This design comes from an exercise in tuning for small area, a short achievable clock period and few clock cycles per item on the open sky130 flow, not from production work. Where RTL was checked, it was by simulation tests only, not by an equivalence proof against the original. The RTL of runs 3 to 5 was laid out without a check of its function. Power is estimated from default activity; no workload was simulated.

==> flow/design.v, too long to show whole: its modules and the start of the top module <==
// module tff: 10 lines
// module tff1: 10 lines
// module random: 12 lines
// module sbox: 143 lines
// module led_serial: 565 lines
module led_serial
   (
    clk,
    reset,
    keyi,  
    datai,  
    dataq,  
    start,
    done);
  // ...
==> flow/run.sh <==
#!/bin/bash
# synth_recipe.tcl (not shown) runs the flow's synth.tcl, then flattens the netlist and writes it again
# the make line also repeats each setting of config.mk as NAME=value (left out here)
make -C /OpenROAD-flow-scripts/flow DESIGN_CONFIG=/design/flow/config.mk WORK_HOME=/design/flow/orfs CLKGATE_MAP_FILE= SYNTH_SCRIPT=/design/flow/synth_recipe.tcl finish
==> flow/config.mk <==
export PLATFORM = sky130hd
export DESIGN_NAME = led_serial
export DESIGN_NICKNAME = led_serial
export VERILOG_FILES = /design/flow/design.v
export SDC_FILE = /design/flow/constraint.sdc
export NUM_CORES = 4
export LEC_CHECK = 0
export CAP_MARGIN = 20
export CORE_MARGIN = 2
export CORE_UTILIZATION = 40
export PLACE_DENSITY = 0.6
export SLEW_MARGIN = 20
==> flow/constraint.sdc <==
create_clock -name core_clock -period 6.0 [get_ports {clk}]
set_input_delay 1.2000 -clock core_clock [delete_from_list [all_inputs] [get_ports {clk}]]
set_output_delay 1.2000 -clock core_clock [all_outputs]
set_load 0.01 [all_outputs]
==> flow_results.org, run 1 <==
** Layout
- In the final layout, flip-flops and latches occupy 16,100 um^2.
- Footprint of the multi-input gates :: 11,600 um^2
- FILL cells :: 6,406
- Counting flops per register, the top entry is key_shared.
- Post-Layout Inst Area :: 34,400 um^2
- Count of inserted antenna diode cells :: 8
- Of the total standard cell area in the layout, the multi-input combinational portion is 33.7%.

** Synth
- After Yosys synthesis, full adders, half adders and majority gates account for 0.783% of the synthesized area.
- Counting flops with a built-in enable in the synthesized netlist gives 0.
- Number of standard cells after synthesis :: 2,466
- Top post-synthesis cells by count :: sky130_fd_sc_hd__dfrtp_1, sky130_fd_sc_hd__nand2_1, sky130_fd_sc_hd__mux2_2
- By area, the combinational part of the netlist is dominated by compound AO/OA/AOI/OAI gates.
- Share of synthesized registers carrying an async set or reset :: 98.8%
- The portion of synthesized area spent on multiplexers is 11.5%.

** Die
- The floorplan step set the die width to 272 um.
- CORE AREA :: 71,400 um^2
- Num rows :: 98

** Flow run
- Across the run, the number of max-cap violations was 0.

** Timing
- In this run the tightest slew margin relative to its limit is 28.9%.
- Setup Viol. Count Final :: 0
- Time the worst path needs with I/O delays and setup :: 5080 ps
- Highest attainable clock frequency :: 197 MHz
- Total negative setup slack :: 0 ps
- Period utilisation layout :: 84.6%

** Routing
- In the final routed layout, each cell accounts on average for 19.8 um.
- The routed layout has 20,000 vias.

** Worst hold path
- Worst hold stages :: 0
- Hold path startpoint :: core_0.u4.q$_DFFE_PP0P_

** Setup path
- RR Endpoint :: state_shared[5]$_DFFE_PP0N_
- STA puts the critical path data required time at 4800 ps.
- Traced cell by cell, the critical path runs through nand2b_1 > nor2_4 > buf_12 > a22oi_1 > o21ai_0 > clkdlybuf4s50_1.
- Critical path depth :: 6

** GRT
- Met2 global-route usage :: 30.1%

** Power
- Net load switching power :: 6.69 mW
- Total power after layout :: 18.2 mW
- The share of total power dissipated in combinational logic is 38.4%.
- The worst-case IR drop observed on VDD is 0.382 mV.

** CTS
- Clock tree root driver cell :: sky130_fd_sc_hd__clkbuf_16
- Hold_buf cts :: 0
- In this run the number of H-tree levels came out at 3.

** Outcome
- The run finished with no timing, DRC or antenna violations.

** Placement
- Total placed cells including tap cells :: 3,508
==> run 2: changes to the inputs <==
==> flow/design.v (replaced) <==
module rng(clk, reset, o);
   input clk;
   input reset;
   output [127:0] o;
   localparam [127:0] RULE150 = 128'b00001010000011000000000000000000000000000000000100110000010000000000001000000000000000000000000100000000000100000100000001000000;
   localparam [127:0] SEED    = 128'h9e3779b97f4a7c15f39cc0605cedc835;
   reg  [127:0] s;
   wire [127:0] l = {s[126:0], 1'b0};
   wire [127:0] r = {1'b0, s[127:1]};
   always @(posedge clk, posedge reset)
     if (reset) s <= SEED;
     else       s <= l ^ r ^ (s & RULE150);
   assign o = s;
endmodule
module sbox_g(a, b, mask, y1, y2, y3);
   input  [3:0] a;       
   input  [3:0] b;       
   input  [7:0] mask;
   output [3:0] y1, y2, y3;
   wire [3:0] n1 = mask[3:0] ^ mask[7:4];
   wire [3:0] n2 = a ^ mask[7:4];
   wire [3:0] n3 = b ^ mask[3:0];
	function [3:0] G1;  
	input [7:0] G1input;
	begin
		G1[3] = G1input[6]^G1input[5]^G1input[4];  
		G1[2] = 1'b1^G1input[6]^G1input[5];  
		G1[1] = 1'b1^G1input[7]^G1input[5]^(G1input[6]&G1input[4])^(G1input[6]&G1input[0])^(G1input[2]&G1input[4])^(G1input[5]&G1input[4])^(G1input[5]&G1input[0])^(G1input[1]&G1input[4]);  
		G1[0] = 1'b1^G1input[4]^(G1input[7]&G1input[6])^(G1input[7]&G1input[2])^(G1input[3]&G1input[6])^(G1input[7]&G1input[5])^(G1input[7]&G1input[1])^(G1input[3]&G1input[5])^(G1input[6]&G1input[5])^(G1input[6]&G1input[1])^(G1input[2]&G1input[5]);  
	end
	endfunction
	function [3:0] G2;   
	input [7:0] G2input;
	begin
		G2[3] = G2input[2]^G2input[1]^G2input[0];  
		G2[2] = G2input[2]^G2input[1];  
		G2[1] = G2input[3]^G2input[1]^(G2input[2]&G2input[0])^(G2input[2]&G2input[4])^(G2input[6]&G2input[0])^(G2input[1]&G2input[0])^(G2input[1]&G2input[4])^(G2input[5]&G2input[0]);  
		G2[0] = G2input[0]^(G2input[3]&G2input[2])^(G2input[3]&G2input[6])^(G2input[7]&G2input[2])^(G2input[3]&G2input[1])^(G2input[3]&G2input[5])^(G2input[7]&G2input[1])^(G2input[2]&G2input[1])^(G2input[2]&G2input[5])^(G2input[6]&G2input[1]);  
	end
	endfunction
	function [3:0] G3;   
	input [7:0] G3input;
	begin
		G3[3] = G3input[6]^G3input[5]^G3input[4];  
		G3[2] = G3input[6]^G3input[5];  
		G3[1] = G3input[7]^G3input[5]^(G3input[6]&G3input[4])^(G3input[6]&G3input[0])^(G3input[2]&G3input[4])^(G3input[5]&G3input[4])^(G3input[5]&G3input[0])^(G3input[1]&G3input[4]);  
		G3[0] = G3input[4]^(G3input[7]&G3input[6])^(G3input[7]&G3input[2])^(G3input[3]&G3input[6])^(G3input[7]&G3input[5])^(G3input[7]&G3input[1])^(G3input[3]&G3input[5])^(G3input[6]&G3input[5])^(G3input[6]&G3input[1])^(G3input[2]&G3input[5]);  
	end
	endfunction
   assign y1 = G1({n2, n3});
   assign y2 = G2({n1, n3});
   assign y3 = G3({n1, n2});
endmodule
module sbox_f(y1, y2, y3, a, b);
   input  [3:0] y1, y2, y3;
   output [3:0] a, b;
	function [3:0] F1;   
	input [7:0] F1input;
	begin
		F1[3] = F1input[6]^F1input[5]^F1input[4]^(F1input[7]&F1input[4])^(F1input[7]&F1input[0])^(F1input[3]&F1input[4]);	 
		F1[2] = F1input[7]^(F1input[5]&F1input[4])^(F1input[5]&F1input[0])^(F1input[1]&F1input[4]);	 
		F1[1] = F1input[6]^F1input[5]^(F1input[7]&F1input[4])^(F1input[7]&F1input[0])^(F1input[3]&F1input[4]);	 
		F1[0] = F1input[5]^(F1input[6]&F1input[4])^(F1input[6]&F1input[0])^(F1input[2]&F1input[4]);	 
	end
	endfunction
	function [3:0] F2;   
	input [7:0] F2input;
	begin
		F2[3] = F2input[2]^F2input[1]^F2input[0]^(F2input[3]&F2input[0])^(F2input[3]&F2input[4])^(F2input[7]&F2input[0]);	 
		F2[2] = F2input[3]^(F2input[1]&F2input[0])^(F2input[1]&F2input[4])^(F2input[5]&F2input[0]);	 
		F2[1] = F2input[2]^F2input[1]^(F2input[3]&F2input[0])^(F2input[3]&F2input[4])^(F2input[7]&F2input[0]);	 
		F2[0] = F2input[1]^(F2input[2]&F2input[0])^(F2input[6]&F2input[0])^(F2input[2]&F2input[4]);	 
	end
	endfunction
	function [3:0] F3;   
	input [7:0] F3input;
	begin	
		F3[3] = F3input[6]^F3input[5]^F3input[4]^(F3input[7]&F3input[4])^(F3input[7]&F3input[0])^(F3input[3]&F3input[4]);	 
		F3[2] = F3input[7]^(F3input[5]&F3input[4])^(F3input[5]&F3input[0])^(F3input[1]&F3input[4]);	 
		F3[1] = F3input[6]^F3input[5]^(F3input[7]&F3input[4])^(F3input[7]&F3input[0])^(F3input[3]&F3input[4]);	 
		F3[0] = F3input[5]^(F3input[6]&F3input[4])^(F3input[6]&F3input[0])^(F3input[2]&F3input[4]);	 
	end
	endfunction
   assign a = F3({y3, y2});
   assign b = F2({y3, y1}) ^ F1({y2, y1});
endmodule
module led_serial
   (
    clk,
    reset,
    keyi,
    datai,
    dataq,
    start,
    done);
   input          clk;
   input          reset;
   input  [127:0] keyi;
   input  [ 63:0] datai;
   output [ 63:0] dataq;
   input          start;
   output         done;
   wire [127:0] g;
   rng u_rng (.clk(clk), .reset(reset), .o(g));
   reg        done_r;    
   reg        lk2;       
   reg        gph;       
   reg        fph;       
   reg        fin;       
   reg  [5:0] rc;        
   reg  [1:0] rs;        
   reg        kp;        
   wire go   = done_r & start;
   wire last = (rc == 6'h04);       
   always @(posedge clk, posedge reset)
     if (reset) begin
        done_r <= 1'b1;
        lk2    <= 1'b0;
        gph    <= 1'b0;
        fph    <= 1'b0;
        fin    <= 1'b0;
        rc     <= 6'h0;
        rs     <= 2'h0;
        kp     <= 1'b0;
     end else begin
        done_r <= (done_r & ~start) | fin;
        lk2    <= go;
        gph    <= lk2 | (fph & ~last);
        fph    <= gph;
        fin    <= fph & last;
        if (lk2) begin
           rc <= 6'h1;
           rs <= 2'h0;
           kp <= 1'b0;
        end else if (fph) begin
           rc <= {rc[4:0], ~(rc[5] ^ rc[4])};
           rs <= rs + 2'h1;
           if (rs == 2'h3) kp <= ~kp;
        end
     end
   assign done = done_r;
   reg  [63:0] ka0, ka1, kb0, kb1;
   wire        kload = go | lk2;
   wire [63:0] kin   = lk2 ? keyi[63:0] : keyi[127:64];
   always @(posedge clk) begin
      ka0 <= kload ? (kin ^ g[127:64]) : kb0;
      ka1 <= kload ? g[127:64]         : kb1;
      kb0 <= ka0;
      kb1 <= ka1;
   end
   reg  [63:0] s0, s1;
   wire        ak  = (gph & (rs == 2'h0)) | fin;
   wire [63:0] k0  = ak ? (kp ? ka0 : kb0) : 64'h0;
   wire [63:0] k1  = ak ? (kp ? ka1 : kb1) : 64'h0;
   wire [5:0]  rcg = gph ? rc : 6'h0;
   reg  [63:0] ac;
   always @(*) begin
      ac = 64'h0;
      ac[63-4*(0) -: 4]  = {gph, 3'b000};
      ac[63-4*(1) -: 4]  = {1'b0, rcg[5:3]};
      ac[63-4*(4) -: 4]  = {gph, 2'b00, gph};
      ac[63-4*(5) -: 4]  = {1'b0, rcg[2:0]};
      ac[63-4*(8) -: 4]  = {2'b00, gph, 1'b0};
      ac[63-4*(9) -: 4]  = {1'b0, rcg[5:3]};
      ac[63-4*(12) -: 4] = {2'b00, gph, gph};
      ac[63-4*(13) -: 4] = {1'b0, rcg[2:0]};
   end
   wire [63:0] t0  = s0 ^ k0 ^ ac;
   wire [63:0] t1  = s1 ^ k1;
   reg  [63:0] y1, y2, y3;
   wire [63:0] y1n, y2n, y3n;
   wire [63:0] f0, f1;
   genvar i;
   generate
      for (i = 0; i < 16; i = i + 1) begin : sb
         sbox_g ug (.a(t0[63-4*(i) -: 4]), .b(t1[63-4*(i) -: 4]), .mask(g[8*i+7:8*i]),
                    .y1(y1n[63-4*(i) -: 4]), .y2(y2n[63-4*(i) -: 4]), .y3(y3n[63-4*(i) -: 4]));
         sbox_f uf (.y1(y1[63-4*(i) -: 4]), .y2(y2[63-4*(i) -: 4]), .y3(y3[63-4*(i) -: 4]),
                    .a(f0[63-4*(i) -: 4]), .b(f1[63-4*(i) -: 4]));
      end
   endgenerate
   always @(posedge clk) begin
      y1 <= y1n;
      y2 <= y2n;
      y3 <= y3n;
   end
   function [3:0] gm2;
      input [3:0] d;
      gm2 = {d[2], d[1], d[3] ^ d[0], d[3]};
   endfunction
   function [63:0] srmc;
      input [63:0] x;
      reg [3:0] c0, c1, c2, c3, n;
      integer j, k;
      begin
         srmc = 64'h0;
         for (j = 0; j < 4; j = j + 1) begin
            c0 = x[63-4*(j) -: 4];
            c1 = x[63-4*(4 + ((j + 1) % 4)) -: 4];
            c2 = x[63-4*(8 + ((j + 2) % 4)) -: 4];
            c3 = x[63-4*(12 + ((j + 3) % 4)) -: 4];
            for (k = 0; k < 4; k = k + 1) begin
               n = gm2(gm2(c0)) ^ c1 ^ gm2(c2) ^ gm2(c3);
               c0 = c1; c1 = c2; c2 = c3; c3 = n;
            end
            srmc[63-4*(j) -: 4]      = c0;
            srmc[63-4*(4 + j) -: 4]  = c1;
            srmc[63-4*(8 + j) -: 4]  = c2;
            srmc[63-4*(12 + j) -: 4] = c3;
         end
      end
   endfunction
   wire [63:0] m0 = srmc(f0);
   wire [63:0] m1 = srmc(f1);
   always @(posedge clk) begin
      s0 <= lk2 ? (datai ^ g[63:0]) : m0;
      s1 <= lk2 ? g[63:0]           : m1;
   end
   reg [63:0] dq;
   always @(posedge clk)
     if (fin) dq <= t0 ^ t1;
   assign dataq = dq;
endmodule
==> run 2 against run 1 <==
  * Still clean on timing, DRC and antenna
  * Final area increased by 69%
  * Via count increased by 89%
  * Utilization decreased by 2.6 points
  * Setup slack improved by 930 ps
  * Fmax increased by 22%
  * Global-route usage increased by 4.5 points
  * Combinational power decreased by 96%
  * Clock-buffer cell count increased by 21
  * Synthesized cell count increased by 120%
  * Power decreased by 38%
  * Non-clock buffer count decreased by 5
  * First-iteration DRC count increased by 55%
  * Critical path type is now reg -> reg
==> flow_results.org, run 2 <==
** Outcome
- Outcome: complete, no violations (unchanged).

** Synth
- Proportion of netlist area held by the largest area contributor :: 22.5% (was 55.3%)
- Mean cell area of the mapped netlist :: 9.25 um^2 (was 11.7 um^2)
- Compound-Gate Fraction of Synth Area :: 9.87% (was 13.0%)
- The number of nets produced by synthesis was 5,820 (was 2,679).
- The leading register cell type out of synthesis was sky130_fd_sc_hd__dfxtp_1 (was sky130_fd_sc_hd__dfrtp_1).
- Top cells by area, synth: sky130_fd_sc_hd__dfxtp_1, sky130_fd_sc_hd__xnor2_1, sky130_fd_sc_hd__xor2_1 (was sky130_fd_sc_hd__dfrtp_1, sky130_fd_sc_hd__mux2_2, sky130_fd_sc_hd__nand2_1).
- Number of enable-type register cells in the synthesized netlist :: 64 (was 0)
- The multiplexer area fraction after synthesis is 5.82% (was 11.5%).
- The combined area of all synthesized cells came to 51,100 um^2 (was 28,800 um^2).
- Share of synthesized registers carrying an async set or reset :: 18.2% (was 98.8%)
- Cell variety after synth :: 74 (was 70)
- Synth Warn # :: 4 (unchanged)
- The simple logic cell fraction of the synthesized area was 9.31% (was 10.2%).
- Xor and xnor area share after synthesis :: 35.4% (was 4.52%)
- The total of flip-flops plus latches after synthesis is 782 (was 646).
- The synthesized netlist cell count was 5,526 (was 2,466).
- Fraction of the yosys area taken by sequential cells :: 33.4% (was 56.1%)
- The share of synthesized cell area in full adder, half adder and majority cells is 2.44% (was 0.783%).
- The cell type with the largest total area after synthesis is sky130_fd_sc_hd__dfxtp_1 (was sky130_fd_sc_hd__dfrtp_1).
- The most frequent cell after synthesis was sky130_fd_sc_hd__xnor2_1 (was sky130_fd_sc_hd__dfrtp_1).
- Top post-synthesis cells by count: sky130_fd_sc_hd__xnor2_1, sky130_fd_sc_hd__xor2_1, sky130_fd_sc_hd__dfxtp_1 (was sky130_fd_sc_hd__dfrtp_1, sky130_fd_sc_hd__nand2_1, sky130_fd_sc_hd__mux2_2).
- Combinational family with the most area after synthesis :: XOR/XNOR gates (was compound AO/OA/AOI/OAI gates)

** Layout
- Number of nets in the layout :: 5,879 (was 2,847)
- FILL cells :: 12,100 (was 6,406)
- Most frequent cells in the layout :: sky130_fd_sc_hd__xnor2_1, sky130_fd_sc_hd__xor2_1, sky130_fd_sc_hd__dfxtp_1, sky130_fd_sc_hd__nor2_1, sky130_fd_sc_hd__nand2_1 (was sky130_fd_sc_hd__dfrtp_1, sky130_fd_sc_hd__nand2_1, sky130_fd_sc_hd__mux2_2, sky130_fd_sc_hd__clkdlybuf4s50_1, sky130_fd_sc_hd__and3_1)
- The number of flip-flops under the largest register name is 128 (was 256).
- Count of placed standard cells in the final layout, fillers left out :: 7,325 (was 3,642)
- The post-synthesis to final-layout area growth came to 13.4% (was 19.6%).
- Post-Layout Inst Area :: 58,000 um^2 (was 34,400 um^2)
- Combined flip-flop and latch cell area :: 17,100 um^2 (was 16,100 um^2)
- The area of the multi-input gates came to 32,200 um^2 (was 11,600 um^2).
- The most common cell after layout, fill and taps aside is sky130_fd_sc_hd__xnor2_1 (was sky130_fd_sc_hd__dfrtp_1).
- Register with the highest flop count :: u_rng.s (was key_shared)
- Fraction of layout instances using a drive strength above 1 :: 6.75% (was 16.2%)

** GRT
- The first-pass GRT wire length was 234,000 um (was 114,000 um).
- The leftover overflow at the end of global routing came to 0 (unchanged).
- Largest net degree at the start of global routing :: 197 (was 195)
- Number of antenna violations at the first check in global routing :: 6 (was 11)
- The number of global-route vias before repair is 35,800 (was 20,200).
- Total Routing Usage GR :: 23.8% (was 19.2%)

** Timing
- The headroom to the max-slew limit came to 26.9% (was 28.9%).
- Count of endpoints failing hold in the final timing report :: 0 (unchanged)
- The final cycle utilization of the critical path came to 69.2% (was 84.6%).
- The aggregate negative setup slack came to 0 ps (unchanged).
- The max-slew violation count is 0 (unchanged).
- RSZ-0062 raised after global routing :: no (unchanged)
- Hold slack :: 317 ps (was 391 ps)
- The measured slew at the worst slew-check pin was 1090 ps (was 1070 ps).
- The time the final worst path needs with I/O delays and setup came to 4150 ps (was 5080 ps).
- The number of setup violations in the final report came to 0 (unchanged).
- The maximum frequency from static timing analysis was 241 MHz (was 197 MHz).
- The worst clock skew was 45.4 ps (was 26.8 ps).

** CTS
- The clock slew at the register clock pins of the worst setup and hold paths is 60 ps (about the same).
- Clock latency on the worst-skew pair :: 730 ps (was 620 ps)
- CTS buffer count :: 88 (was 73)
- The clock sink count came to 782 (was 646).
- Hold_buf cts :: 0 (unchanged)
- The number of setup buffers added after CTS came to 0 (unchanged).
- The CTS tree is done (unchanged).
- Number of instances resized during post-cts repair :: 0 (unchanged)
- The cell chosen for the clock root was sky130_fd_sc_hd__clkbuf_16 (unchanged).
- The H-tree depth reported by CTS was 3 (unchanged).
- The maximum buffer depth of the clock tree came to 3 (unchanged).

** Routing
- The number of optimization iterations in the first detailed-route pass is 5 (was 8).
- The final routed wire length divided by cell count is 21.7 um (was 19.8 um).
- Initial DRC count :: 2,843 (was 1,836)
- The number of remaining DRC errors was 0 (unchanged).
- The final wirelength came to 159,000 um (was 72,000 um).
- Routed Antenna Nets :: 0 (unchanged)
- Vias per Instance :: 5.18 (was 5.50)
- The total via count after detailed routing was 37,900 (was 20,000).

** Die
- The width of the die came to 362 um (was 272 um).
- Die outline height :: 362 um (was 272 um)
- The total I/O pin count was 260 (unchanged).
- The starting density of the core was 40.2% (was 40.3%).
- The cell row count came to 131 (was 98).
- The area of the core came to 127,000 um^2 (was 71,400 um^2).
- The floorplan die area is 131,000 um^2 (was 74,100 um^2).

** Power
- Relative contribution of combinational cells to total power :: 2.2% (was 38.4%)
- Clock group share of total power :: 51.1% (was 23.8%)
- Net switching share of the total power :: 22.5% (was 36.7%)
- Leakage power of the design :: 22.3 nW (was 16.4 nW)
- Worst IR Drop VDD :: 0.226 mV (was 0.382 mV)
- The net switching power figure came to 2.54 mW (was 6.69 mW).
- Power density cells :: 194 nW/um^2 (was 530 nW/um^2)
- The total internal power was 8.74 mW (was 11.5 mW).
- The part of the total power dissipated in sequential elements is 46.7% (was 37.8%).

** Setup path
- The critical setup path kind was reg -> reg (was reg -> out).
- Worst setup slack for register-to-register paths :: 1850 ps (was 2640 ps)
- The startpoint of the most critical register-to-register path was kp$_DFFE_PP0P_ (was ctlstate[4]$_DFFE_PP0P_).
- Worst Path Max Fanout :: 39 (was 194)
- The critical path required time was 6600 ps (was 4800 ps).
- The kind of end point of the critical path was a flop (was output pin).
- Beginning of the critical path :: kp$_DFFE_PP0P_ (was ctlstate[0]$_DFFE_PP0P_)
- The arrival time of data at the critical path endpoint was 4750 ps (was 3880 ps).
- CP startpoint kind :: flop (unchanged)

** Worst hold path
- The type of the worst min-delay path is reg -> reg (unchanged).
- Hold path startpoint :: ka1[34]$_DFF_P_ (was core_0.u4.q$_DFFE_PP0P_)

** Placement
- Post-place instance area :: 54,800 um^2 (was 32,000 um^2)
- Detailed Place HPWL :: 123,000 um (was 46,200 um)
- Input/output buffers :: 259 (unchanged)
- The number of placed instances with taps included is 7,157 (was 3,508).
- The routability-driven placement congestion ratio came to 0.921 (was 0.853).

** Flow run
- Maximum Capacitance Violations :: 0 (unchanged)
[run 2: changes by cell type after synthesis, moves of 95 or more]
| cell | delta |
|---|---|
| sky130_fd_sc_hd__o21ai_0 | +263 |
| sky130_fd_sc_hd__and3_1 | -117 |
| sky130_fd_sc_hd__dfxtp_1 | +568 |
| sky130_fd_sc_hd__clkbuf_1 | +125 |
| sky130_fd_sc_hd__a21oi_1 | +190 |
| sky130_fd_sc_hd__nor2_1 | +313 |
| sky130_fd_sc_hd__xor2_1 | +597 |
| sky130_fd_sc_hd__dfrtp_1 | -563 |
| sky130_fd_sc_hd__a221o_1 | -126 |
| sky130_fd_sc_hd__mux2_2 | -177 |
| sky130_fd_sc_hd__nand2b_1 | +100 |
| sky130_fd_sc_hd__xnor2_1 | +1157 |
| sky130_fd_sc_hd__mux2i_1 | +166 |
| sky130_fd_sc_hd__inv_1 | +95 |
[run 2: final timing paths]
kind,end,depth (start not counted)
min in group asynchronous,u_rng.s[20]$_DFF_PP0_,2
setup reg to reg,y1[56]$_DFF_P_,9
hold reg to reg,kb1[34]$_DFF_P_,0
setup / recovery,y1[56]$_DFF_P_,9
max in group asynchronous,lk2$_DFF_PP0_,3
hold / removal,kb1[34]$_DFF_P_,0
[run 2: kinds of logic after synthesis]
| family | count (synthesis) |
|---|---|
| compound gates | 852 |
| xor+xnor | 1954 |
| fa+ha+maj | 100 |
| buf+inv | 486 |
| flops | 782 |
| mux | 286 |
| simple gates | 1066 |
[run 2: worst max-delay path: stages (launching register included)]
cell                      delay [ps]
sky130_fd_sc_hd__dfrtp_4         960
sky130_fd_sc_hd__mux2i_1         800
sky130_fd_sc_hd__nor2_1          130
sky130_fd_sc_hd__xnor2_1         350
sky130_fd_sc_hd__xor2_1          810
sky130_fd_sc_hd__ha_1            300
sky130_fd_sc_hd__xor2_1          180
sky130_fd_sc_hd__xnor2_1         150
sky130_fd_sc_hd__xnor2_1         150
sky130_fd_sc_hd__xnor2_1          90
[run 2: area by class of cell]
cell class                      count  area share [%]
Clock buffer                      127            4.56
Multi-Input combinational cell   4258            55.5
Timing Repair Buffer              282            4.88
Inverter                          173            1.13
Sequential cell                   782            29.5
Antenna cell                        3          0.0129
Clock inverter                     38           0.830
Tap cell                         1662            3.58
[run 2: per-layer routing]
metal  share of wire, %  wire [um]  GRT usage, %
met1                 47      74300          33.7
met2                 44      70200          37.0
met3                5.9       9410          3.60
met4                3.1       4860          7.70
met5              0.013         20             0
[run 2: per-stage QoR]
| step | power, mW | setup slack, ps | util [%] |
|---|---|---|---|
| 2_1_floorplan | 5.44 | 1110 | - |
| 3_3_place_gp | 5.63 | 1960 | 43.1 |
| 3_5_place_dp | 5.63 | 1920 | 43.1 |
| 4_1_cts | 11.4 | 1870 | 45.6 |
| 5_1_grt | 11.6 | 1580 | 45.6 |
| 6_report | 11.3 | 1850 | 45.6 |
[run 2: power by group through the flow]
stage               registers, mW  clock network [mW]  logic, mW
global route                 5.26                6.08      0.265
detailed placement           5.38                   0      0.251
floorplan                    5.38                   0     0.0619
CTS                          5.27                5.87      0.253
finish                       5.27                5.76      0.251
global placement             5.38                   0      0.253
Testbench counts of run 2, summed over its fixed seeds: cycles 4,752, items 48.
==> module led_serial, before the edit <==
module led_serial
   (
    clk,
    reset,
    keyi,
    datai,
    dataq,
    start,
    done);
   input          clk;
   input          reset;
   input  [127:0] keyi;
   input  [ 63:0] datai;
   output [ 63:0] dataq;
   input          start;
   output         done;
   wire [127:0] g;
   rng u_rng (.clk(clk), .reset(reset), .o(g));
   reg        done_r;    
   reg        lk2;       
   reg        gph;       
   reg        fph;       
   reg        fin;       
   reg  [5:0] rc;        
   reg  [1:0] rs;        
   reg        kp;        
   wire go   = done_r & start;
   wire last = (rc == 6'h04);       
   always @(posedge clk, posedge reset)
     if (reset) begin
        done_r <= 1'b1;
        lk2    <= 1'b0;
        gph    <= 1'b0;
        fph    <= 1'b0;
        fin    <= 1'b0;
        rc     <= 6'h0;
        rs     <= 2'h0;
        kp     <= 1'b0;
     end else begin
        done_r <= (done_r & ~start) | fin;
        lk2    <= go;
        gph    <= lk2 | (fph & ~last);
        fph    <= gph;
        fin    <= fph & last;
        if (lk2) begin
           rc <= 6'h1;
           rs <= 2'h0;
           kp <= 1'b0;
        end else if (fph) begin
           rc <= {rc[4:0], ~(rc[5] ^ rc[4])};
           rs <= rs + 2'h1;
           if (rs == 2'h3) kp <= ~kp;
        end
     end
   assign done = done_r;
   reg  [63:0] ka0, ka1, kb0, kb1;
   wire        kload = go | lk2;
   wire [63:0] kin   = lk2 ? keyi[63:0] : keyi[127:64];
   always @(posedge clk) begin
      ka0 <= kload ? (kin ^ g[127:64]) : kb0;
      ka1 <= kload ? g[127:64]         : kb1;
      kb0 <= ka0;
      kb1 <= ka1;
   end
   reg  [63:0] s0, s1;
   wire        ak  = (gph & (rs == 2'h0)) | fin;
   wire [63:0] k0  = ak ? (kp ? ka0 : kb0) : 64'h0;
   wire [63:0] k1  = ak ? (kp ? ka1 : kb1) : 64'h0;
   wire [5:0]  rcg = gph ? rc : 6'h0;
   reg  [63:0] ac;
   always @(*) begin
      ac = 64'h0;
      ac[63-4*(0) -: 4]  = {gph, 3'b000};
      ac[63-4*(1) -: 4]  = {1'b0, rcg[5:3]};
      ac[63-4*(4) -: 4]  = {gph, 2'b00, gph};
      ac[63-4*(5) -: 4]  = {1'b0, rcg[2:0]};
      ac[63-4*(8) -: 4]  = {2'b00, gph, 1'b0};
      ac[63-4*(9) -: 4]  = {1'b0, rcg[5:3]};
      ac[63-4*(12) -: 4] = {2'b00, gph, gph};
      ac[63-4*(13) -: 4] = {1'b0, rcg[2:0]};
   end
   wire [63:0] t0  = s0 ^ k0 ^ ac;
   wire [63:0] t1  = s1 ^ k1;
   reg  [63:0] y1, y2, y3;
   wire [63:0] y1n, y2n, y3n;
   wire [63:0] f0, f1;
   genvar i;
   generate
      for (i = 0; i < 16; i = i + 1) begin : sb
         sbox_g ug (.a(t0[63-4*(i) -: 4]), .b(t1[63-4*(i) -: 4]), .mask(g[8*i+7:8*i]),
                    .y1(y1n[63-4*(i) -: 4]), .y2(y2n[63-4*(i) -: 4]), .y3(y3n[63-4*(i) -: 4]));
         sbox_f uf (.y1(y1[63-4*(i) -: 4]), .y2(y2[63-4*(i) -: 4]), .y3(y3[63-4*(i) -: 4]),
                    .a(f0[63-4*(i) -: 4]), .b(f1[63-4*(i) -: 4]));
      end
   endgenerate
   always @(posedge clk) begin
      y1 <= y1n;
      y2 <= y2n;
      y3 <= y3n;
   end
   function [3:0] gm2;
      input [3:0] d;
      gm2 = {d[2], d[1], d[3] ^ d[0], d[3]};
   endfunction
   function [63:0] srmc;
      input [63:0] x;
      reg [3:0] c0, c1, c2, c3, n;
      integer j, k;
      begin
         srmc = 64'h0;
         for (j = 0; j < 4; j = j + 1) begin
            c0 = x[63-4*(j) -: 4];
            c1 = x[63-4*(4 + ((j + 1) % 4)) -: 4];
            c2 = x[63-4*(8 + ((j + 2) % 4)) -: 4];
            c3 = x[63-4*(12 + ((j + 3) % 4)) -: 4];
            for (k = 0; k < 4; k = k + 1) begin
               n = gm2(gm2(c0)) ^ c1 ^ gm2(c2) ^ gm2(c3);
               c0 = c1; c1 = c2; c2 = c3; c3 = n;
            end
            srmc[63-4*(j) -: 4]      = c0;
            srmc[63-4*(4 + j) -: 4]  = c1;
            srmc[63-4*(8 + j) -: 4]  = c2;
            srmc[63-4*(12 + j) -: 4] = c3;
         end
      end
   endfunction
   wire [63:0] m0 = srmc(f0);
   wire [63:0] m1 = srmc(f1);
   always @(posedge clk) begin
      s0 <= lk2 ? (datai ^ g[63:0]) : m0;
      s1 <= lk2 ? g[63:0]           : m1;
   end
   reg [63:0] dq;
   always @(posedge clk)
     if (fin) dq <= t0 ^ t1;
   assign dataq = dq;
endmodule
==> run 3: changes to the inputs <==
==> flow/design.v (replaced) <==
module rng(clk, reset, o, x);
   input clk;
   input reset;
   output [127:0] o;
   output [127:0] x;
   localparam [127:0] RULE150 = 128'b00000000000000000001000000000000000000000000000000000000000000000000000000000000000000000000000100000000100000000000000000000000;
   localparam [127:0] SEED    = 128'h9e3779b97f4a7c15f39cc0605cedc835;
   reg  [127:0] s;
   assign x = {s[126:0], 1'b0} ^ {1'b0, s[127:1]};
   always @(posedge clk, posedge reset)
     if (reset) s <= SEED;
     else       s <= x ^ (s & RULE150);
   assign o = s;
endmodule
module sbox_g(a, b, m3, m4, n1, y1, y2, y3);
   input  [3:0] a;       
   input  [3:0] b;       
   input  [3:0] m3, m4;  
   input  [3:0] n1;      
   output [3:0] y1, y2, y3;
   wire [3:0] n2 = a ^ m4;
   wire [3:0] n3 = b ^ m3;
   function [3:0] H;
      input [3:0] p;
      input [3:0] q;
      reg ap, aq;
      begin
         ap = p[2] ^ p[1];
         aq = q[2] ^ q[1];
         H[3] = ap ^ p[0];
         H[2] = ap;
         H[1] = p[3] ^ p[1] ^ (ap & (p[0] ^ q[0])) ^ (aq & p[0]);
         H[0] = p[0] ^ (p[3] & (ap ^ aq)) ^ (q[3] & ap) ^
                (p[2] & (p[1] ^ q[1])) ^ (q[2] & p[1]);
      end
   endfunction
   assign y1 = H(n2, n3) ^ 4'b0111;
   assign y2 = H(n3, n1);
   assign y3 = H(n1, n2);
endmodule
module sbox_f(y1, y2, y3, a, b);
   input  [3:0] y1, y2, y3;
   output [3:0] a, b;
   function [3:0] K;
      input [3:0] p;
      input [3:0] q;
      reg t, u;
      begin
         t = p[0] ^ q[0];
         u = (p[3] & t) ^ (q[3] & p[0]);
         K[1] = p[2] ^ p[1] ^ u;
         K[3] = p[2] ^ p[1] ^ p[0] ^ u;
         K[2] = p[3] ^ (p[1] & t) ^ (q[1] & p[0]);
         K[0] = p[1] ^ (p[2] & t) ^ (q[2] & p[0]);
      end
   endfunction
   assign a = K(y3, y2);
   assign b = K(y1, y3) ^ K(y2, y1);
endmodule
module led_serial
   (
    clk,
    reset,
    keyi,
    datai,
    dataq,
    start,
    done);
   input          clk;
   input          reset;
   input  [127:0] keyi;
   input  [ 63:0] datai;
   output [ 63:0] dataq;
   input          start;
   output         done;
   wire [127:0] g, gx;
   rng u_rng (.clk(clk), .reset(reset), .o(g), .x(gx));
   reg        done_r;    
   reg        lk2;       
   reg        gph;       
   reg        fph;       
   reg        fin;       
   reg  [5:0] rc;        
   reg  [1:0] rs;        
   reg        kp;        
   wire go   = done_r & start;
   wire last = (rc == 6'h04);       
   always @(posedge clk, posedge reset)
     if (reset) begin
        done_r <= 1'b1;
        lk2    <= 1'b0;
        gph    <= 1'b0;
        fph    <= 1'b0;
        fin    <= 1'b0;
        rc     <= 6'h0;
        rs     <= 2'h0;
        kp     <= 1'b0;
     end else begin
        done_r <= (done_r & ~start) | fin;
        lk2    <= go;
        gph    <= lk2 | (fph & ~last);
        fph    <= gph;
        fin    <= fph & last;
        if (lk2) begin
           rc <= 6'h1;
           rs <= 2'h0;
           kp <= 1'b0;
        end else if (fph) begin
           rc <= {rc[4:0], ~(rc[5] ^ rc[4])};
           rs <= rs + 2'h1;
           if (rs == 2'h3) kp <= ~kp;
        end
     end
   assign done = done_r;
   reg  [63:0] ka0, ka1, kb0, kb1;
   wire        kload = go | lk2;
   wire [63:0] kin   = lk2 ? keyi[63:0] : keyi[127:64];
   always @(posedge clk) begin
      ka0 <= kload ? (kin ^ g[127:64]) : kb0;
      ka1 <= kload ? g[127:64]         : kb1;
      kb0 <= ka0;
      kb1 <= ka1;
   end
   reg  [63:0] s0, s1;
   wire        ak  = (gph & (rs == 2'h0)) | fin;
   wire [63:0] k0  = ak ? (kp ? ka0 : kb0) : 64'h0;
   wire [63:0] k1  = ak ? (kp ? ka1 : kb1) : 64'h0;
   wire [5:0]  rcg = gph ? rc : 6'h0;
   reg  [63:0] ac;
   always @(*) begin
      ac = 64'h0;
      ac[63-4*(0) -: 4]  = {gph, 3'b000};
      ac[63-4*(1) -: 4]  = {1'b0, rcg[5:3]};
      ac[63-4*(4) -: 4]  = {gph, 2'b00, gph};
      ac[63-4*(5) -: 4]  = {1'b0, rcg[2:0]};
      ac[63-4*(8) -: 4]  = {2'b00, gph, 1'b0};
      ac[63-4*(9) -: 4]  = {1'b0, rcg[5:3]};
      ac[63-4*(12) -: 4] = {2'b00, gph, gph};
      ac[63-4*(13) -: 4] = {1'b0, rcg[2:0]};
   end
   wire [63:0] t0  = s0 ^ k0 ^ ac;
   wire [63:0] t1  = s1 ^ k1;
   reg  [63:0] y1, y2, y3;
   wire [63:0] y1n, y2n, y3n;
   wire [63:0] f0, f1;
   genvar i;
   generate
      for (i = 0; i < 16; i = i + 1) begin : sb
         sbox_g ug (.a(t0[63-4*(i) -: 4]), .b(t1[63-4*(i) -: 4]),
                    .m4({g[8*i+0], g[8*i+1], g[8*i+4], g[8*i+5]}),
                    .m3({g[8*i+2], g[8*i+3], g[8*i+6], g[8*i+7]}),
                    .n1({gx[8*i+1], gx[8*i+2], gx[8*i+5], gx[8*i+6]}),
                    .y1(y1n[63-4*(i) -: 4]), .y2(y2n[63-4*(i) -: 4]), .y3(y3n[63-4*(i) -: 4]));
         sbox_f uf (.y1(y1[63-4*(i) -: 4]), .y2(y2[63-4*(i) -: 4]), .y3(y3[63-4*(i) -: 4]),
                    .a(f0[63-4*(i) -: 4]), .b(f1[63-4*(i) -: 4]));
      end
   endgenerate
   always @(posedge clk) begin
      y1 <= y1n;
      y2 <= y2n;
      y3 <= y3n;
   end
   function [3:0] gm2;
      input [3:0] d;
      gm2 = {d[2], d[1], d[3] ^ d[0], d[3]};
   endfunction
   function [63:0] srmc;
      input [63:0] x;
      reg [3:0] c0, c1, c2, c3, n;
      integer j, k;
      begin
         srmc = 64'h0;
         for (j = 0; j < 4; j = j + 1) begin
            c0 = x[63-4*(j) -: 4];
            c1 = x[63-4*(4 + ((j + 1) % 4)) -: 4];
            c2 = x[63-4*(8 + ((j + 2) % 4)) -: 4];
            c3 = x[63-4*(12 + ((j + 3) % 4)) -: 4];
            for (k = 0; k < 4; k = k + 1) begin
               n = gm2(gm2(c0)) ^ c1 ^ gm2(c2) ^ gm2(c3);
               c0 = c1; c1 = c2; c2 = c3; c3 = n;
            end
            srmc[63-4*(j) -: 4]      = c0;
            srmc[63-4*(4 + j) -: 4]  = c1;
            srmc[63-4*(8 + j) -: 4]  = c2;
            srmc[63-4*(12 + j) -: 4] = c3;
         end
      end
   endfunction
   wire [63:0] m0 = srmc(f0);
   wire [63:0] m1 = srmc(f1);
   always @(posedge clk) begin
      s0 <= lk2 ? (datai ^ g[63:0]) : m0;
      s1 <= lk2 ? g[63:0]           : m1;
   end
   reg [63:0] dq;
   always @(posedge clk)
     if (fin) dq <= t0 ^ t1;
   assign dataq = dq;
endmodule
--- a/flow/config.mk
+++ b/flow/config.mk
@@ -9,4 +9,5 @@
 export CORE_MARGIN = 2
 export CORE_UTILIZATION = 40
 export PLACE_DENSITY = 0.6
+export SETUP_SLACK_MARGIN = 2.5
 export SLEW_MARGIN = 20
==> run 3 against run 2 <==
  * Non-clock buffer count grew 69
  * Clock power grew 2%
  * Worst hold slack gained 22 ps
  * Sequential cell count is the same
  * Cell count shrank 3.7%
  * Power grew 1.0%
  * Via count shrank 4.1%
  * Clock skew shrank 15 ps
  * Sequential power is essentially flat
  * Register-to-register slack gained 690 ps
  * Largest cell class unchanged
  * Fmax grew 20%
==> flow_results.org, run 3 <==
** Setup path
- The highest-delay cell along the critical path is sky130_fd_sc_hd__dfrtp_4 (unchanged).
- Worst Path Max Fanout :: 8 (was 39)
- The critical setup path kind is reg -> reg (unchanged).
- The delay of the slowest cell on the worst path is 580 ps (was 960 ps).
- The kind of launch point of the worst setup path is a flop (unchanged).
- The critical path required time was 6540 ps (was 6600 ps).
- Critical Path AT :: 4010 ps (was 4750 ps)
- The kind of end point of the critical path is a flop (unchanged).
- Critical path, cell by cell: buf_12 > mux2i_1 > nor2_1 > xnor2_1 > xor2_2 > xor2_2 > mux2_2 > o32ai_1 > xnor2_1 (was mux2i_1 > nor2_1 > xnor2_1 > xor2_1 > ha_1 > xor2_1 > xnor2_1 > xnor2_1 > xnor2_1).

** Die
- Die outline height :: 350 um (was 362 um)
- Starting density of the core :: 40.4% (was 40.2%)
- CORE AREA :: 118,000 um^2 (was 127,000 um^2)
- Overall die area :: 122,000 um^2 (was 131,000 um^2)
- Num rows :: 126 (was 131)
- Horizontal die dimension :: 350 um (was 362 um)
- The total I/O pin count came to 260 (unchanged).

** Timing
- Count of endpoints failing hold in the final timing report :: 0 (unchanged)
- Normalized max-slew margin :: 27.5% (was 26.9%)
- Worst Clk Skew :: 30.1 ps (was 45.4 ps)
- RSZ-0062 raised after global routing :: yes (was no)
- Post-route worst setup slack :: 2540 ps (was 1850 ps)
- Time the worst path needs with I/O delays and setup :: 3460 ps (was 4150 ps)
- The final cycle utilization of the critical path was 57.7% (was 69.2%).
- Total negative setup slack :: 0 ps (unchanged)
- The number of setup violations in the final report was 0 (unchanged).
- The max-slew violation count came to 0 (unchanged).
- Highest attainable clock frequency :: 289 MHz (was 241 MHz)
- The measured slew at the worst slew-check pin is 1080 ps (was 1090 ps).

** Synth
- Cell type with the largest total area after synthesis :: sky130_fd_sc_hd__dfxtp_1 (unchanged)
- The number of warnings reported in the yosys synthesis log was 4 (unchanged).
- Proportion of netlist area held by the largest area contributor :: 24.1% (was 22.5%)
- The share of flip-flops with an asynchronous set or reset came to 18.2% (unchanged).
- Commonest register cell after synthesis :: sky130_fd_sc_hd__dfxtp_1 (unchanged)
- Top cells by area, synth: sky130_fd_sc_hd__dfxtp_1, sky130_fd_sc_hd__xnor2_1, sky130_fd_sc_hd__xor2_1 (unchanged).
- Top post-synthesis cells by count :: sky130_fd_sc_hd__xnor2_1, sky130_fd_sc_hd__nand2_1, sky130_fd_sc_hd__xor2_1 (was sky130_fd_sc_hd__xnor2_1, sky130_fd_sc_hd__xor2_1, sky130_fd_sc_hd__dfxtp_1)
- The most frequent cell after synthesis is sky130_fd_sc_hd__xnor2_1 (unchanged).
- The number of nets produced by synthesis came to 5,442 (was 5,820).
- The count of flip-flops with a built-in enable after synthesis came to 64 (unchanged).
- Fraction of the yosys area taken by sequential cells :: 35.7% (was 33.4%)
- The combined area of all synthesized cells is 47,900 um^2 (was 51,100 um^2).
- The synthesized netlist cell count is 5,244 (was 5,526).
- Cell variety after synth :: 82 (was 74)
- The total of flip-flops plus latches after synthesis is 782 (unchanged).
- Mean cell area of the mapped netlist :: 9.13 um^2 (was 9.25 um^2)

** GRT
- The initial antenna violation count came to 3 (was 6).
- Global-route wire length before repair :: 226,000 um (was 234,000 um)
- Total Routing Usage GR :: 24.7% (was 23.8%)
- The largest net degree at the start of global routing came to 136 (was 197).
- The number of global-route vias before repair is 34,300 (was 35,800).
- The leftover overflow at the end of global routing came to 0 (unchanged).

** Layout
- Fraction of layout instances using a drive strength above 1 :: 12.5% (was 6.75%)
- The most common cell after layout, fill and taps aside was sky130_fd_sc_hd__xnor2_1 (unchanged).
- Register with the highest flop count :: u_rng.s (unchanged)
- Layout-stage area growth over the synthesis result :: 19.2% (was 13.4%)
- The number of flip-flops under the largest register name was 128 (unchanged).
- Most frequent cells in the layout: sky130_fd_sc_hd__xnor2_1, sky130_fd_sc_hd__nand2_1, sky130_fd_sc_hd__dfxtp_1, sky130_fd_sc_hd__xor2_1, sky130_fd_sc_hd__nor2_1 (was sky130_fd_sc_hd__xnor2_1, sky130_fd_sc_hd__xor2_1, sky130_fd_sc_hd__dfxtp_1, sky130_fd_sc_hd__nor2_1, sky130_fd_sc_hd__nand2_1).
- Number of nets in the layout :: 5,568 (was 5,879)

** CTS
- CTS H-tree lvls :: 3 (unchanged)
- Clock latency on the worst-skew pair :: 680 ps (was 730 ps)
- The maximum buffer depth of the clock tree was 3 (unchanged).
- Clock-pin slew on the worst setup and hold paths :: 60 ps (about the same)
- TritonCTS clock tree :: done (unchanged)
- Num Clock Sinks :: 782 (unchanged)
- The cell chosen for the clock root is sky130_fd_sc_hd__clkbuf_16 (unchanged).
- CTS buffer count :: 91 (was 88)

** Routing
- Detailed-route DRC error count :: 0 (unchanged)
- The highest metal layer used by the detailed router is met5 (unchanged).
- Vias per Instance :: 5.16 (was 5.18)
- Initial DRC count :: 3,196 (was 2,843)
- Detail-routed net length per standard cell :: 22.1 um (was 21.7 um)
- The number of optimization iterations in the first detailed-route pass is 6 (was 5).
- Routed Antenna Nets :: 0 (unchanged)
- Met1 wire length :: 70,300 um (was 74,300 um)
- Via count :: 36,400 (was 37,900)
- Total length of routed wires :: 156,000 um (was 159,000 um)
- The routed wire length on met2 is 70,200 um (about the same).
- Length of routed met3 wiring :: 10,700 um (was 9410 um)

** Power
- The peak supply drop is 0.221 mV (was 0.226 mV).
- Leakage power of the design :: 22.2 nW (was 22.3 nW)
- The cell area power density came to 200 nW/um^2 (was 194 nW/um^2).

** Placement
- The total half-perimeter wirelength after legalization and detailed placement came to 117,000 um (was 123,000 um).
- Input/output buffers :: 259 (unchanged)
- The routability-driven placement congestion ratio was 0.945 (was 0.921).
- The post-placement worst setup slack is 1870 ps (was 1920 ps).

** Worst hold path
- The type of the worst min-delay path is reg -> reg (unchanged).

** Outcome
- Outcome :: complete, no violations (unchanged)

** Flow run
- The count of max-cap constraint violations is 0 (unchanged).
## run 3: cell types whose count changed after synthesis, sizes merged, moves of 26 or more
cell,delta
nand3,-28
xnor3,+43
xnor2,-274
nand2b,-26
mux2,-52
ha,-96
xor2,-48
o22ai,+27
o21ai,-26
nor2,-42
nand2,+235
## run 3: cell type report
cell class | instances | area (um^2)
Inverter | 176 | 668
Sequential cell | 782 | 17200
Tap cell | 1600 | 2000
Multi-Input combinational cell | 3968 | 30600
Timing Repair Buffer | 351 | 3450
Clock inverter | 35 | 464
Fill cell | 11000 | 61300
Clock buffer | 136 | 2710
Antenna cell | 3 | 7.51
## run 3: path summary, 6_finish.rpt
| kind | startpoint | endpoint | slack [ps] | cells after the start |
|---|---|---|---|---|
| worst min-delay path | ka0[35]$_DFF_P_ | kb0[35]$_DFF_P_ | 340 | 0 |
| worst max register to register | kp$_DFFE_PP0P_ | y3[40]$_DFF_P_ | 2540 | 9 |
| max in group asynchronous | reset | fin$_DFF_PP0_ | 4060 | 3 |
| worst max-delay path | kp$_DFFE_PP0P_ | y3[40]$_DFF_P_ | 2540 | 9 |
| min in group asynchronous | reset | u_rng.s[84]$_DFF_PP0_ | 850 | 2 |
| worst min register to register | ka0[35]$_DFF_P_ | kb0[35]$_DFF_P_ | 340 | 0 |
## run 3: what timing repair did
action / CTS / global route
setup endpoints to repair: 131 / 108
setup buffers: 20 / 48
gates resized for setup: 126 / 182
pin swaps: 11 / 23
hold buffers: 0 / 0
## run 3: report_power, final
| part | internal, mW | total [mW] | switching (mW) |
|---|---|---|---|
| logic | 0.132 | 0.235 | 0.103 |
| registers | 5.27 | 5.27 | 0 |
| clock network | 3.53 | 5.90 | 2.37 |
## run 3: per-layer routing
layer	global-route usage [%]	vias to the layer above
li1	-	17400
met1	34.8	17600
met2	39.2	1181
met3	3.60	180
met4	7.15	2
met5	0	-
## run 3: cells by family (layout without fill, tap and decap cells)
group	Yosys count	count (layout)	share of synthesized area (%)
muxes	248	248	5.32
DFF	782	782	35.7
buffers and inverters	494	698	4.05
AOI/OAI and AO/OA	829	829	10.3
xor gates and xnor gates	1669	1669	33.6
adders and majority gates	3	3	0.0784
other	0	3	0
and+or+nand+nor	1219	1219	10.9
## run 3: critical path: cells and delay by family, from the launching register on
family / cells / cell delay [ps]
xor+xnor: 4 / 1370
compound gates: 1 / 170
simple gates: 1 / 120
buf+inv: 1 / 170
mux: 2 / 920
flops: 1 / 580
## run 3: stage by stage
step | std cells | hold WS (ps) | power (mW) | instance area (um^2) | util (%)
after floorplan | 5244 | 331 | 5.42 | 47900 | -
after global placement | 6808 | 333 | 5.61 | 51500 | 43.5
after detailed placement | 6808 | 336 | 5.61 | 51500 | 43.5
after CTS | 6999 | 344 | 11.5 | 55600 | 47.0
after global routing | 7048 | 347 | 11.7 | 57100 | 48.2
final | 7051 | 339 | 11.4 | 57100 | 48.2
==> run 4: changes to the inputs <==
--- a/flow/design.v
+++ b/flow/design.v
@@ -83,8 +83,11 @@
    reg  [5:0] rc;        
    reg  [1:0] rs;        
    reg        kp;        
+   reg        aka;       
+   reg        akb;       
    wire go   = done_r & start;
    wire last = (rc == 6'h04);       
+   wire stp  = fph & ~last & (rs == 2'h3);    
    always @(posedge clk, posedge reset)
      if (reset) begin
         done_r <= 1'b1;
@@ -95,12 +98,16 @@
         rc     <= 6'h0;
         rs     <= 2'h0;
         kp     <= 1'b0;
+        aka    <= 1'b0;
+        akb    <= 1'b0;
      end else begin
         done_r <= (done_r & ~start) | fin;
         lk2    <= go;
         gph    <= lk2 | (fph & ~last);
         fph    <= gph;
         fin    <= fph & last;
+        aka    <= stp & ~kp;
+        akb    <= lk2 | (stp & kp) | (fph & last);
         if (lk2) begin
            rc <= 6'h1;
            rs <= 2'h0;
@@ -122,9 +129,8 @@
       kb1 <= ka1;
    end
    reg  [63:0] s0, s1;
-   wire        ak  = (gph & (rs == 2'h0)) | fin;
-   wire [63:0] k0  = ak ? (kp ? ka0 : kb0) : 64'h0;
-   wire [63:0] k1  = ak ? (kp ? ka1 : kb1) : 64'h0;
+   wire [63:0] k0  = ({64{aka}} & ka0) | ({64{akb}} & kb0);
+   wire [63:0] k1  = ({64{aka}} & ka1) | ({64{akb}} & kb1);
    wire [5:0]  rcg = gph ? rc : 6'h0;
    reg  [63:0] ac;
    always @(*) begin
--- a/flow/config.mk
+++ b/flow/config.mk
@@ -9,5 +9,5 @@
 export CORE_MARGIN = 2
 export CORE_UTILIZATION = 40
 export PLACE_DENSITY = 0.6
-export SETUP_SLACK_MARGIN = 2.5
+export SETUP_SLACK_MARGIN = 3.5
 export SLEW_MARGIN = 20
==> run 4 against run 3 <==
  * Still clean
  * Clock-buffer cell count down 12
  * Sequential cell count increased by 2
  * Die area shrank 1.9%
  * Largest power group unchanged
  * Highest routed layer is now met4
==> flow_results.org, run 4 <==
** GRT
- The initial antenna violation count was 5 (was 3).
- The number of global-route vias before repair was 38,900 (was 34,300).
- The leftover overflow at the end of global routing was 0 (unchanged).
- The first-pass GRT wire length was 255,000 um (was 226,000 um).
- The largest net degree at the start of global routing is 217 (was 136).
- The total routing resource utilization after global routing was 28.5% (was 24.7%).

** Routing
- The remaining number of nets flagged by the antenna check after routing came to 0 (unchanged).
- The number of optimization iterations in the first detailed-route pass came to 6 (unchanged).
- Initial DRC count :: 4,424 (was 3,196)
- The post-detailed-route via-to-cell ratio is 5.44 (was 5.16).
- The final routed wire length divided by cell count was 24.5 um (was 22.1 um).
- The number of remaining DRC errors was 0 (unchanged).
- The total via count after detailed routing came to 41,600 (was 36,400).
- The final wirelength is 187,000 um (was 156,000 um).

** Synth
- Proportion of netlist area held by the largest area contributor :: 24.6% (was 24.1%)
- Top post-synthesis cells by count: sky130_fd_sc_hd__xnor2_1, sky130_fd_sc_hd__nand2_1, sky130_fd_sc_hd__xor2_1 (unchanged).
- Mean cell area of the mapped netlist :: 9.17 um^2 (was 9.13 um^2)
- The leading register cell type out of synthesis is sky130_fd_sc_hd__dfxtp_1 (unchanged).
- The number of nets produced by synthesis came to 5,319 (was 5,442).
- The share of the yosys chip area belonging to registers came to 36.5% (was 35.7%).
- Cell type with the largest total area after synthesis :: sky130_fd_sc_hd__dfxtp_1 (unchanged)
- Leading cell type by number of instances after synthesis :: sky130_fd_sc_hd__xnor2_1 (unchanged)
- Share of synthesized registers carrying an async set or reset :: 18.4% (was 18.2%)
- The combined area of all synthesized cells was 46,900 um^2 (was 47,900 um^2).
- The number of warnings reported in the yosys synthesis log was 4 (unchanged).
- Register bit count reported by yosys :: 784 (was 782)
- The distinct cell type count after synthesis was 82 (unchanged).
- Number of standard cells after synthesis :: 5,122 (was 5,244)
- Number of enable-type register cells in the synthesized netlist :: 64 (unchanged)
- Top cells by area, synth: sky130_fd_sc_hd__dfxtp_1, sky130_fd_sc_hd__xnor2_1, sky130_fd_sc_hd__xor2_1 (unchanged).

** Setup path
- RR Endpoint :: s1[17]$_DFF_P_ (was y3[40]$_DFF_P_)
- The critical path required time was 6570 ps (was 6540 ps).
- The critical setup path kind is reg -> reg (unchanged).
- The count of buffering cells on the critical path with inverters included was 3 (was 1).
- Critical path's most frequent cell :: sky130_fd_sc_hd__xnor2_2
- Critical Path AT :: 3740 ps (was 4010 ps)
- Critical path, cell by cell :: buf_4 > nand3b_1 > o211ai_1 > xnor2_2 > buf_6 > xor2_4 > xnor2_2 > xnor2_1 > xnor3_2 > xnor2_4 > xnor2_2 > buf_4 > mux2_2 (was buf_12 > mux2i_1 > nor2_1 > xnor2_1 > xor2_2 > xor2_2 > mux2_2 > o32ai_1 > xnor2_1)
- The worst-path maximum fanout came to 4 (was 8).
- The kind of end point of the critical path is a flop (unchanged).
- CP startpoint kind :: flop (unchanged)
- The highest-delay cell along the critical path is sky130_fd_sc_hd__xnor3_2 (was sky130_fd_sc_hd__dfrtp_4).
- The delay of the slowest cell on the worst path came to 460 ps (was 580 ps).
- Kind of cell with the highest combined delay on the critical path :: XOR/XNOR gates (unchanged)
- Startpoint of the most critical register-to-register path :: y1[24]$_DFF_P_ (was kp$_DFFE_PP0P_)
- Count of cells along the worst register-to-register path :: 13 (was 9)
- Worst setup slack for register-to-register paths :: 2830 ps (was 2540 ps)

** Timing
- Count of endpoints failing hold in the final timing report :: 0 (unchanged)
- The smallest setup slack after layout came to 2830 ps (was 2540 ps).
- Setup Viol. Count Final :: 0 (unchanged)
- Normalized max-slew margin :: 25.4% (was 27.5%)
- Worst-Margin Slew :: 1120 ps (was 1080 ps)
- Worst Clk Skew :: 36.1 ps (was 30.1 ps)
- Max-slew violation count :: 0 (unchanged)
- Total negative setup slack :: 0 ps (unchanged)
- The final cycle utilization of the critical path came to 52.8% (was 57.7%).
- RSZ-0062 raised after global routing: yes (unchanged).
- Highest attainable clock frequency :: 316 MHz (was 289 MHz)
- The time the final worst path needs with I/O delays and setup is 3170 ps (was 3460 ps).

** Power
- Leakage power of the design :: 29.6 nW (was 22.2 nW)
- The power share of the clock group was 51.4% (was 51.7%).
- Power density cells :: 159 nW/um^2 (was 200 nW/um^2)
- Worst IR Drop VDD :: 0.240 mV (was 0.221 mV)
- The total internal power came to 8.76 mW (was 8.92 mW).
- Sequential group share of total power :: 46.4% (was 46.2%)
- Net switching share of the total power :: 22.5% (was 21.7%)
- Net load switching power :: 2.55 mW (was 2.47 mW)
- The power share of the combinational group was 2.2% (was 2.1%).

** Die
- I/O Pins :: 260 (unchanged)
- Die outline height :: 347 um (was 350 um)
- Overall die area :: 120,000 um^2 (was 122,000 um^2)
- The cell row count is 125 (was 126).
- Horizontal die dimension :: 347 um (was 350 um)
- The area of the core is 116,000 um^2 (was 118,000 um^2).
- Starting density of the core :: 40.3% (was 40.4%)

** CTS
- TritonCTS clock tree :: done (unchanged)
- The number of buffers created by CTS came to 89 (was 91).
- The cell chosen for the clock root is sky130_fd_sc_hd__clkbuf_16 (unchanged).
- CTS max path bufs :: 3 (unchanged)
- Clock latency on the worst-skew pair :: 690 ps (was 680 ps)
- Num Clock Sinks :: 784 (was 782)
- The H-tree depth reported by CTS is 3 (unchanged).
- The clock slew at the register clock pins of the worst setup and hold paths was 60 ps (about the same).

** Worst hold path
- Hold Path Sink :: kb1[18]$_DFF_P_ (was kb0[35]$_DFF_P_)
- The critical hold path startpoint was ka1[18]$_DFF_P_ (was ka0[35]$_DFF_P_).
- The count of cells along the worst hold path came to 0 (unchanged).
- The type of the worst min-delay path is reg -> reg (unchanged).

** Placement
- Input/output buffers :: 259 (unchanged)
- The routability-driven placement congestion ratio is 0.951 (was 0.945).
- Detailed Place HPWL :: 121,000 um (was 117,000 um)
- The post-placement worst setup slack is 2110 ps (was 1870 ps).

** Layout
- Utilization after layout :: 61.1% (was 48.2%)
- The fraction of final layout cells with drive strength greater than 1 came to 41.1% (was 12.5%).
- Register with the highest flop count :: u_rng.s (unchanged)
- Most frequent cells in the layout :: sky130_fd_sc_hd__nand2_1, sky130_fd_sc_hd__buf_4, sky130_fd_sc_hd__xnor2_1, sky130_fd_sc_hd__dfxtp_1, sky130_fd_sc_hd__xnor2_2 (was sky130_fd_sc_hd__xnor2_1, sky130_fd_sc_hd__nand2_1, sky130_fd_sc_hd__dfxtp_1, sky130_fd_sc_hd__xor2_1, sky130_fd_sc_hd__nor2_1)
- Most common cell after layout, fill and taps aside :: sky130_fd_sc_hd__nand2_1 (was sky130_fd_sc_hd__xnor2_1)
- Number of nets in the layout :: 6,229 (was 5,568)
- The post-synthesis to final-layout area growth was 51.6% (was 19.2%).
- The number of flip-flops under the largest register name is 128 (unchanged).

** Outcome
- Outcome :: complete, no violations (unchanged)

** Flow run
- The count of max-cap constraint violations was 0 (unchanged).
-- run 4: changes by cell type after synthesis, moves of 48 or more --
cell                      previous run  this run
sky130_fd_sc_hd__mux2i_1           207       112
sky130_fd_sc_hd__nor2_1            336       154
sky130_fd_sc_hd__nand2_1           600       650
sky130_fd_sc_hd__xnor3_1            81        33
sky130_fd_sc_hd__xnor2_1           958      1030
sky130_fd_sc_hd__a22oi_1            30       154
-- run 4: repair_timing --
action	CTS	global route
hold buffers	0	0
hold endpoints to repair	0	0
endpoints found under the setup margin	508	273
pin swaps	499	545
setup buffers	596	253
gates resized for setup	1375	609
cloned	7	6
-- run 4: stage by stage --
step                total power, mW  cells  cell area [um^2]  hold slack, ps
floorplan                      5.44   5122             48600             331
global placement               5.63   6603             51700             333
detailed placement             5.63   6603             51700             336
CTS                            11.3   7374             65900             342
global route                   11.6   7633             71100             352
finish                         11.3   7634             71200             341
-- run 4: per-layer routing --
metal  routed length, um  up-vias  track usage, %
li1                    -    18700               -
met4               11500        0            12.7
met1               75700    20500            38.9
met3               16200      419            4.70
met5                   0        -               0
met2               83400     2005            44.2
-- run 4: worst max path at each step --
stage	startpoint	depth (start not counted)	endpoint
global route	y1[24]$_DFF_P_	13	s1[17]$_DFF_P_
finish	y1[24]$_DFF_P_	13	s1[17]$_DFF_P_
detailed placement	akb$_DFF_PP0_	9	y3[4]$_DFF_P_
floorplan	y2[26]$_DFF_P_	12	s1[0]$_DFF_P_
CTS	y2[48]$_DFF_P_	12	s1[0]$_DFF_P_
global placement	akb$_DFF_PP0_	9	y3[4]$_DFF_P_
-- run 4: cell families after synthesis --
logic type | after synthesis | synth area share [%]
fa+ha+maj | 2 | 0.0533
buf+inv | 477 | 4.05
flops | 784 | 36.5
mux | 147 | 3.23
xor+xnor | 1707 | 33.9
simple gates | 1091 | 10.1
compound gates | 914 | 12.1
-- run 4: layout make-up --
cell class                      instances  area, um^2
Sequential cell                       784       17500
Tap cell                             1524        1910
Fill cell                            8791       45200
Antenna cell                            1        2.50
Clock buffer                          124        2620
Timing Repair Buffer                 1139       10800
Multi-Input combinational cell       3862       37300
Inverter                              156         602
Clock inverter                         44         477
-- run 4: power groups by stage --
stage / combinational (mW) / sequential (mW) / clock, mW
floorplan: 0.0437 / 5.39 / 0
global placement: 0.242 / 5.39 / 0
detailed placement: 0.241 / 5.39 / 0
CTS: 0.244 / 5.25 / 5.83
global route: 0.258 / 5.25 / 6.06
finish: 0.248 / 5.25 / 5.81
==> run 5: changes to the inputs <==
--- a/flow/config.mk
+++ b/flow/config.mk
@@ -9,5 +9,5 @@
 export CORE_MARGIN = 2
 export CORE_UTILIZATION = 40
 export PLACE_DENSITY = 0.6
-export SETUP_SLACK_MARGIN = 3.5
+export SETUP_SLACK_MARGIN = 3.0
 export SLEW_MARGIN = 20
==> run 5 against run 4 <==
  * Final area is 14% lower
  * Worst hold slack worse by 3.2 ps
  * Cell count decreased by 6.9%
  * Synthesized cell count unchanged
  * Still clean on timing, DRC and antenna
  * Non-clock buffer count is 525 lower
  * Via count down 8.5%
  * Critical endpoint is now s1[2]$_DFF_P_
==> flow_results.org, run 5 <==
** Outcome
- Outcome :: complete, no violations (unchanged)

** Power
- Sequential group share of total power :: 47.2% (was 46.4%)
- Net load switching power :: 2.47 mW (was 2.55 mW)
- The switching part of the total power came to 22.2% (was 22.5%).
- The peak supply drop came to 0.192 mV (was 0.240 mV).
- The cell area power density came to 181 nW/um^2 (was 159 nW/um^2).

** Routing
- The number of DRC markers in iteration 0 came to 3,891 (was 4,424).
- The number of optimization iterations in the first detailed-route pass is 6 (unchanged).
- Vias per Instance :: 5.35 (was 5.44)
- The final wirelength was 166,000 um (was 187,000 um).
- The final routed wire length divided by cell count is 23.3 um (was 24.5 um).

** Setup path
- CP startpoint kind :: flop (unchanged)
- The endpoint of the worst register-to-register path was s1[2]$_DFF_P_ (was s1[17]$_DFF_P_).
- The arrival time of data at the critical path endpoint was 3820 ps (was 3740 ps).
- Worst setup slack for register-to-register paths :: 2750 ps (was 2830 ps)

** Timing
- The number of setup violations in the final report is 0 (unchanged).
- The aggregate negative setup slack came to 0 ps (unchanged).
- The time the final worst path needs with I/O delays and setup was 3250 ps (was 3170 ps).
- The worst clock skew was 35.5 ps (was 36.1 ps).
- The measured slew at the worst slew-check pin was 1090 ps (was 1120 ps).

** Synth
- Number of standard cells after synthesis :: 5,122 (unchanged)
- Netlist Area Pre-Place :: 46,900 um^2 (unchanged)
- The number of nets produced by synthesis was 5,319 (unchanged).
- The compound-cell area share of the yosys netlist came to 12.1% (unchanged).
- Top post-synthesis cells by count :: sky130_fd_sc_hd__xnor2_1, sky130_fd_sc_hd__nand2_1, sky130_fd_sc_hd__xor2_1 (unchanged)
- Top cells by area, synth: sky130_fd_sc_hd__dfxtp_1, sky130_fd_sc_hd__xnor2_1, sky130_fd_sc_hd__xor2_1 (unchanged).
- Commonest register cell after synthesis :: sky130_fd_sc_hd__dfxtp_1 (unchanged)
- Xor and xnor area share after synthesis :: 33.9% (unchanged)
- Cell variety after synth :: 82 (unchanged)
- Mean cell area of the mapped netlist :: 9.17 um^2 (unchanged)
- The multiplexer area fraction after synthesis came to 3.23% (unchanged).
- The number of warnings reported in the yosys synthesis log was 4 (unchanged).
- The share of the yosys chip area belonging to registers was 36.5% (unchanged).

** Layout
- Most frequent cells in the layout: sky130_fd_sc_hd__xnor2_1, sky130_fd_sc_hd__nand2_1, sky130_fd_sc_hd__dfxtp_1, sky130_fd_sc_hd__xor2_1, sky130_fd_sc_hd__buf_4 (was sky130_fd_sc_hd__nand2_1, sky130_fd_sc_hd__buf_4, sky130_fd_sc_hd__xnor2_1, sky130_fd_sc_hd__dfxtp_1, sky130_fd_sc_hd__xnor2_2).
- The post-synthesis to final-layout area growth came to 31.0% (was 51.6%).
- Number of flip-flops under the largest register name :: 128 (unchanged)

** CTS
- The clock sink count was 784 (unchanged).
- TritonCTS clock tree :: done (unchanged)
- The number of buffers created by CTS is 89 (unchanged).
- CTS max path bufs :: 3 (unchanged)

** Placement
- The number of placed instances with taps included came to 6,599 (was 6,603).
- The number of buffer cells added on primary ports is 259 (unchanged).

** Worst hold path
- The count of cells along the worst hold path came to 0 (unchanged).
- Hold Path Sink :: kb1[35]$_DFF_P_ (was kb1[18]$_DFF_P_)

** GRT
- Number of antenna violations at the first check in global routing :: 5 (unchanged)
- The largest net degree at the start of global routing is 228 (was 217).

** Flow run
- The count of max-cap constraint violations was 0 (unchanged).

** Die
- Die outline height :: 347 um (unchanged)
- Num rows :: 125 (unchanged)
==> run 5: area by class of cell <==
type | instances | area [um^2] | area share [%]
timing repair buffer | 614 | 5620 | 9.13
inverter | 156 | 598 | 0.972
antenna | 1 | 2.50 | 0.00407
multi-input combinational | 3862 | 32900 | 53.5
clock inverter | 36 | 384 | 0.624
clock buffer | 132 | 2630 | 4.27
tap | 1524 | 1910 | 3.10
sequential | 784 | 17500 | 28.4
==> run 5: worst max-delay path by stage <==
stage	start	end	slack, ps	cells after the start
after floorplan	y3[4]$_DFF_P_	s1[0]$_DFF_P_	3000	12
after global placement	y2[52]$_DFF_P_	s0[21]$_DFF_P_	2160	11
after detailed placement	y3[28]$_DFF_P_	s0[7]$_DFF_P_	2030	11
after CTS	y2[48]$_DFF_P_	s1[0]$_DFF_P_	2840	13
after global routing	y1[26]$_DFF_P_	s1[2]$_DFF_P_	2660	13
final	y1[24]$_DFF_P_	s1[2]$_DFF_P_	2750	13
==> run 5: timing repair <==
action | in CTS | in global routing
gates cloned | 0 | 1
endpoints found under the hold margin | 0 | 0
gates resized for setup | 504 | 432
setup endpoints to repair | 236 | 162
pin swaps | 129 | 209
buffers inserted | 133 | 207
hold buffers | 0 | 0
==> run 5: cells by family (layout without fill, tap and decap cells) <==
group	count (synthesis)	in the layout
compound gates	914	914
other cells	0	1
xor+xnor	1707	1707
buf+inv	477	938
flops	784	784
fa+ha+maj	2	2
mux	147	147
simple gates	1091	1092
==> run 5: per-layer routing <==
layer	global-route usage, %	share of wire (%)	vias to the layer above
met5	0	0.013	-
met4	9.09	3.8	4
met3	3.55	7.6	267
met2	39.8	45	1523
met1	36.7	44	18600
li1	-	-	17600
==> run 5: worst max-delay path, cell delays in order, from the launching register on <==
cell	delay (ps)
sky130_fd_sc_hd__dfxtp_4	380
sky130_fd_sc_hd__buf_6	130
sky130_fd_sc_hd__mux2_2	260
sky130_fd_sc_hd__a22o_1	230
sky130_fd_sc_hd__xor2_2	210
sky130_fd_sc_hd__buf_4	170
sky130_fd_sc_hd__buf_6	120
sky130_fd_sc_hd__xnor2_2	120
sky130_fd_sc_hd__xnor2_1	240
sky130_fd_sc_hd__xnor3_2	460
sky130_fd_sc_hd__xnor2_4	260
sky130_fd_sc_hd__xnor2_2	130
sky130_fd_sc_hd__xnor2_2	150
sky130_fd_sc_hd__mux2_4	270
==> run 5: power by group through the flow <==
| stage | clock (mW) | sequential (mW) | combinational, mW |
|---|---|---|---|
| 3_3_place_gp | 0 | 5.39 | 0.242 |
| 2_1_floorplan | 0 | 5.39 | 0.0437 |
| 3_5_place_dp | 0 | 5.39 | 0.241 |
| 4_1_cts | 5.69 | 5.26 | 0.243 |
| 5_1_grt | 5.92 | 5.25 | 0.257 |
| 6_report | 5.63 | 5.25 | 0.246 |
